This is an optimization exercise on Yosys and OpenROAD, whose aim is small area and a short achievable clock period, not a production implementation. Only simulation tests tie the RTL to the original design; equivalence was not proved.

rev 12:
## tv80n
module tv80n ( 
  m1_n, mreq_n, iorq_n, rd_n, wr_n, rfsh_n, halt_n, busak_n, A, dout,
  reset_n, clk, wait_n, int_n, nmi_n, busrq_n, di
  );
  parameter Mode = 0;     
  parameter T2Write = 0;  
  parameter IOWait  = 1;  
  input         reset_n; 
  input         clk; 
  input         wait_n; 
  input         int_n; 
  input         nmi_n; 
  input         busrq_n; 
  output        m1_n; 
  output        mreq_n; 
  output        iorq_n; 
  output        rd_n; 
  output        wr_n; 
  output        rfsh_n; 
  output        halt_n; 
  output        busak_n; 
  output [15:0] A;
  input [7:0]   di;
  output [7:0]  dout;
  reg           mreq_n; 
  reg           iorq_n; 
  reg           rd_n; 
  reg           wr_n; 
  reg           nxt_mreq_n; 
  reg           nxt_iorq_n; 
  reg           nxt_rd_n; 
  reg           nxt_wr_n; 
  wire          cen;
  wire          intcycle_n;
  wire          no_read;
  wire          write;
  wire          iorq;
  reg [7:0]     di_reg;
  wire [6:0]    mcycle;
  wire [6:0]    tstate;
  assign    cen = 1;
  tv80_core #(Mode, IOWait) i_tv80_core
    (
     .cen (cen),
     .m1_n (m1_n),
     .iorq (iorq),
     .no_read (no_read),
     .write (write),
     .rfsh_n (rfsh_n),
     .halt_n (halt_n),
     .wait_n (wait_n),
     .int_n (int_n),
     .nmi_n (nmi_n),
     .reset_n (reset_n),
     .busrq_n (busrq_n),
     .busak_n (busak_n),
     .clk (clk),
     .IntE (),
     .stop (),
     .A (A),
     .dinst (di),
     .di (di_reg),
     .dout (dout),
     .mc (mcycle),
     .ts (tstate),
     .intcycle_n (intcycle_n)
     );  
  always @*
    begin
      nxt_mreq_n = 1;
      nxt_rd_n   = 1;
      nxt_iorq_n = 1;
      nxt_wr_n   = 1;
      if (mcycle[0])
        begin
	  if (tstate[1] || tstate[2])
            begin
	      nxt_rd_n = ~ intcycle_n;
	      nxt_mreq_n = ~ intcycle_n;
	      nxt_iorq_n = intcycle_n;
	    end
        end  
      else
        begin
	  if ((tstate[1] || tstate[2]) && !no_read && !write)
            begin
	      nxt_rd_n = 1'b0;
	      nxt_iorq_n = ~ iorq;
	      nxt_mreq_n = iorq;
	    end
	  if (T2Write == 0)
  ...
clock: 12.0 ns
lec_check: 0
cap_margin: 20
core_margin: 2
core_utilization: 40
cts_cluster_diameter: 100
cts_cluster_size: 20
slew_margin: 20
standard.sh (not shown) runs the stock make flow with config.mk's settings and CLKGATE_MAP_FILE= SYNTH_SCRIPT=/design/flow/synth_recipe.tcl, a recipe that flattens the netlist after the stock synthesis.
==> flow/flow/run.sh <==
#!/bin/bash
set -euo pipefail
W=$(pwd)
rm -rf "$W/orfs_scripts"
cp -r "$FLOW_HOME/scripts" "$W/orfs_scripts"
cp "$W/flow/abc_speed.script" "$W/orfs_scripts/abc_speed.script"
bash "$W/standard.sh" SCRIPTS_DIR="$W/orfs_scripts" SETUP_SLACK_MARGIN=7 finish > "$W/flow_make.log" 2>&1
==> flow/flow/abc_speed.script <==
strash
&get -n
&st
&deepsyn -T 30
&put
dch -f
map -B 0.9
topo
&get -n
&st
&dch -f
&nf -R 20
&st
&syn2
&dch -f
&nf -R 20
&put
topo
stime -c
buffer -c
upsize -c
dnsize -c
Modified inputs, rev 13 compared to rev 12
- clearing CTS_CLUSTER_DIAMETER, which used to be 100
- clearing CTS_CLUSTER_SIZE, which used to be 20
-- flow/flow/run.sh --
<<< rev 12, line 7
bash "$W/standard.sh" SCRIPTS_DIR="$W/orfs_scripts" SETUP_SLACK_MARGIN=7 finish > "$W/flow_make.log" 2>&1
>>> rev 13, line 7
bash "$W/standard.sh" SCRIPTS_DIR="$W/orfs_scripts" SETUP_SLACK_MARGIN=6.5 finish > "$W/flow_make.log" 2>&1
==> results.txt <==
Lower critical path buffer and inverter count among rev 13 and rev 12: rev 13
Looking at critical path arrival, rev 13 sits 520 ps higher than rev 12 does.
Re final period utilization: rev 13 is 3.7 points up on rev 12.
Going from rev 12 to rev 13, the met1 track demand over resource was found to have gone down by 0.43 points.
In the metrics for rev 13 and rev 12, the one carrying the lower wire length is rev 13.
Of rev 13 and rev 12, rev 13 shows the lower via count of the first global-routing pass, with rev 12 above it.
Slowest cell on the critical path = sky130_fd_sc_hd__dfrtp_1: rev 13; slowest cell on the critical path = sky130_fd_sc_hd__edfxtp_1: rev 12
Looking at number of cell instances on the worst register-to-register path, rev 13 sits below rev 12.

========
Starting RTL as in the previous note.
==> flow/config.mk <==
export PLATFORM = sky130hd
export DESIGN_NAME = tv80n
export DESIGN_NICKNAME = tv80n
export VERILOG_FILES = /design/flow/design.v
export SDC_FILE = /design/flow/constraint.sdc
export NUM_CORES = 4
export LEC_CHECK = 0
export CAP_MARGIN = 20
export CORE_MARGIN = 2
export CORE_UTILIZATION = 40
export SLEW_MARGIN = 20
==> flow/constraint.sdc <==
create_clock -name core_clock -period 12.0 [get_ports {clk}]
set_input_delay 2.4000 -clock core_clock [delete_from_list [all_inputs] [get_ports {clk}]]
set_output_delay 2.4000 -clock core_clock [all_outputs]
set_load 0.01 [all_outputs]
==> flow/flow/run.sh <==
#!/bin/bash
set -euo pipefail
W=$(pwd)
rm -rf "$W/orfs_scripts"
cp -r "$FLOW_HOME/scripts" "$W/orfs_scripts"
cp "$W/flow/abc_speed.script" "$W/orfs_scripts/abc_speed.script"
bash "$W/standard.sh" SCRIPTS_DIR="$W/orfs_scripts" SETUP_SLACK_MARGIN=7 finish > "$W/flow_make.log" 2>&1
Scripts as last shown in full above: flow/flow/abc_speed.script
The starting point finished with timing, DRC and antenna clean.
Rerun with:
==> flow/flow/run.sh (replaced) <==
#!/bin/bash
# The standard layout (standard.sh), with one change: Yosys's ABC technology
# mapping uses flow/abc_speed.script, an area-oriented script, in place of ORFS's
# scripts/abc_speed.script. Everything else, including the flip-flop mapping
# and so the registers, is the standard flow's.
set -euo pipefail
W=$(pwd)
rm -rf "$W/orfs_scripts"
cp -r "$FLOW_HOME/scripts" "$W/orfs_scripts"
cp "$W/flow/abc_speed.script" "$W/orfs_scripts/abc_speed.script"
bash "$W/standard.sh" SCRIPTS_DIR="$W/orfs_scripts" finish > "$W/flow_make.log" 2>&1
==> flow/flow/abc_speed.script (replaced) <==
strash
&get -n
&st
&deepsyn -T 30
&put
dch -f
map -a -B 0.9
topo
&get -n
&st
&dch -f
&nf -R 1000
&st
&syn2
&dch -f
&nf -R 1000
&put
topo
stime -c
buffer -c
upsize -c
dnsize -c
The new run produced a clean layout; worst hold slack improved by 5.3 ps; final area drops by 7.6%; area after synthesis drops by 2.5%; worst setup slack got worse by 2300 ps; global-route usage drops by 1.5 points.
Rerun with:
==> flow/flow/run.sh (replaced) <==
#!/bin/bash
set -euo pipefail
W=$(pwd)
rm -rf "$W/orfs_scripts"
cp -r "$FLOW_HOME/scripts" "$W/orfs_scripts"
cp "$W/flow/abc_speed.script" "$W/orfs_scripts/abc_speed.script"
bash "$W/standard.sh" SCRIPTS_DIR="$W/orfs_scripts" SETUP_SLACK_MARGIN=7 finish > "$W/flow_make.log" 2>&1
==> flow/flow/abc_speed.script (replaced) <==
strash
&get -n
&st
&deepsyn -T 30
&put
dch -f
map -B 0.9
topo
&get -n
&st
&dch -f
&nf -R 20
&st
&syn2
&dch -f
&nf -R 20
&put
topo
stime -c
buffer -c
upsize -c
dnsize -c
Critical path depth came out higher by 2; clock skew is about the same; worst setup slack gains 2400 ps; maximum frequency went up by well over a third; routed wire length goes up by a few percent; cell area is higher by a little under a tenth; hold slack degrades by 23 ps.

afterwards: timing with drivers on the ports:
No port has a modelled driver above. Below, the same layouts with a new extraction and two added sets of constraints. Step 1 sets driving cells, clkbuf_16 on the clock port and buf_2 on the other inputs (assumed; they add their load-dependent delay and slew). Step 2 also shifts input and output timing later by t, the mid clock arrival at the registers, as if the neighbouring blocks saw the same clock. Slacks: ideal ports / drivers / drivers and shift; pairs: ideal ports / drivers.
run | shift t [ns] | slack for setup (ns) | clock arrival spread, ns
rev 12 | 0.671 | 6.973 / 6.973 / 6.527 | 0.031 / 0.031
rev 13 | 0.659 | 6.534 / 6.534 / 6.218 | 0.047 / 0.048
the first run of note 2 | 0.659 | 6.885 / 6.885 / 6.567 | 0.028 / 0.028
the second run of note 2 | 0.667 | 4.629 / 4.629 / 4.629 | 0.048 / 0.048
the third run of note 2 | 0.659 | 7.014 / 7.014 / 6.500 | 0.043 / 0.044
After both steps every run listed still meets setup and hold. The setup slack of the third run of note 2, which loses most, moves by 0.000 ns with the drivers and by -0.514 ns with both steps.
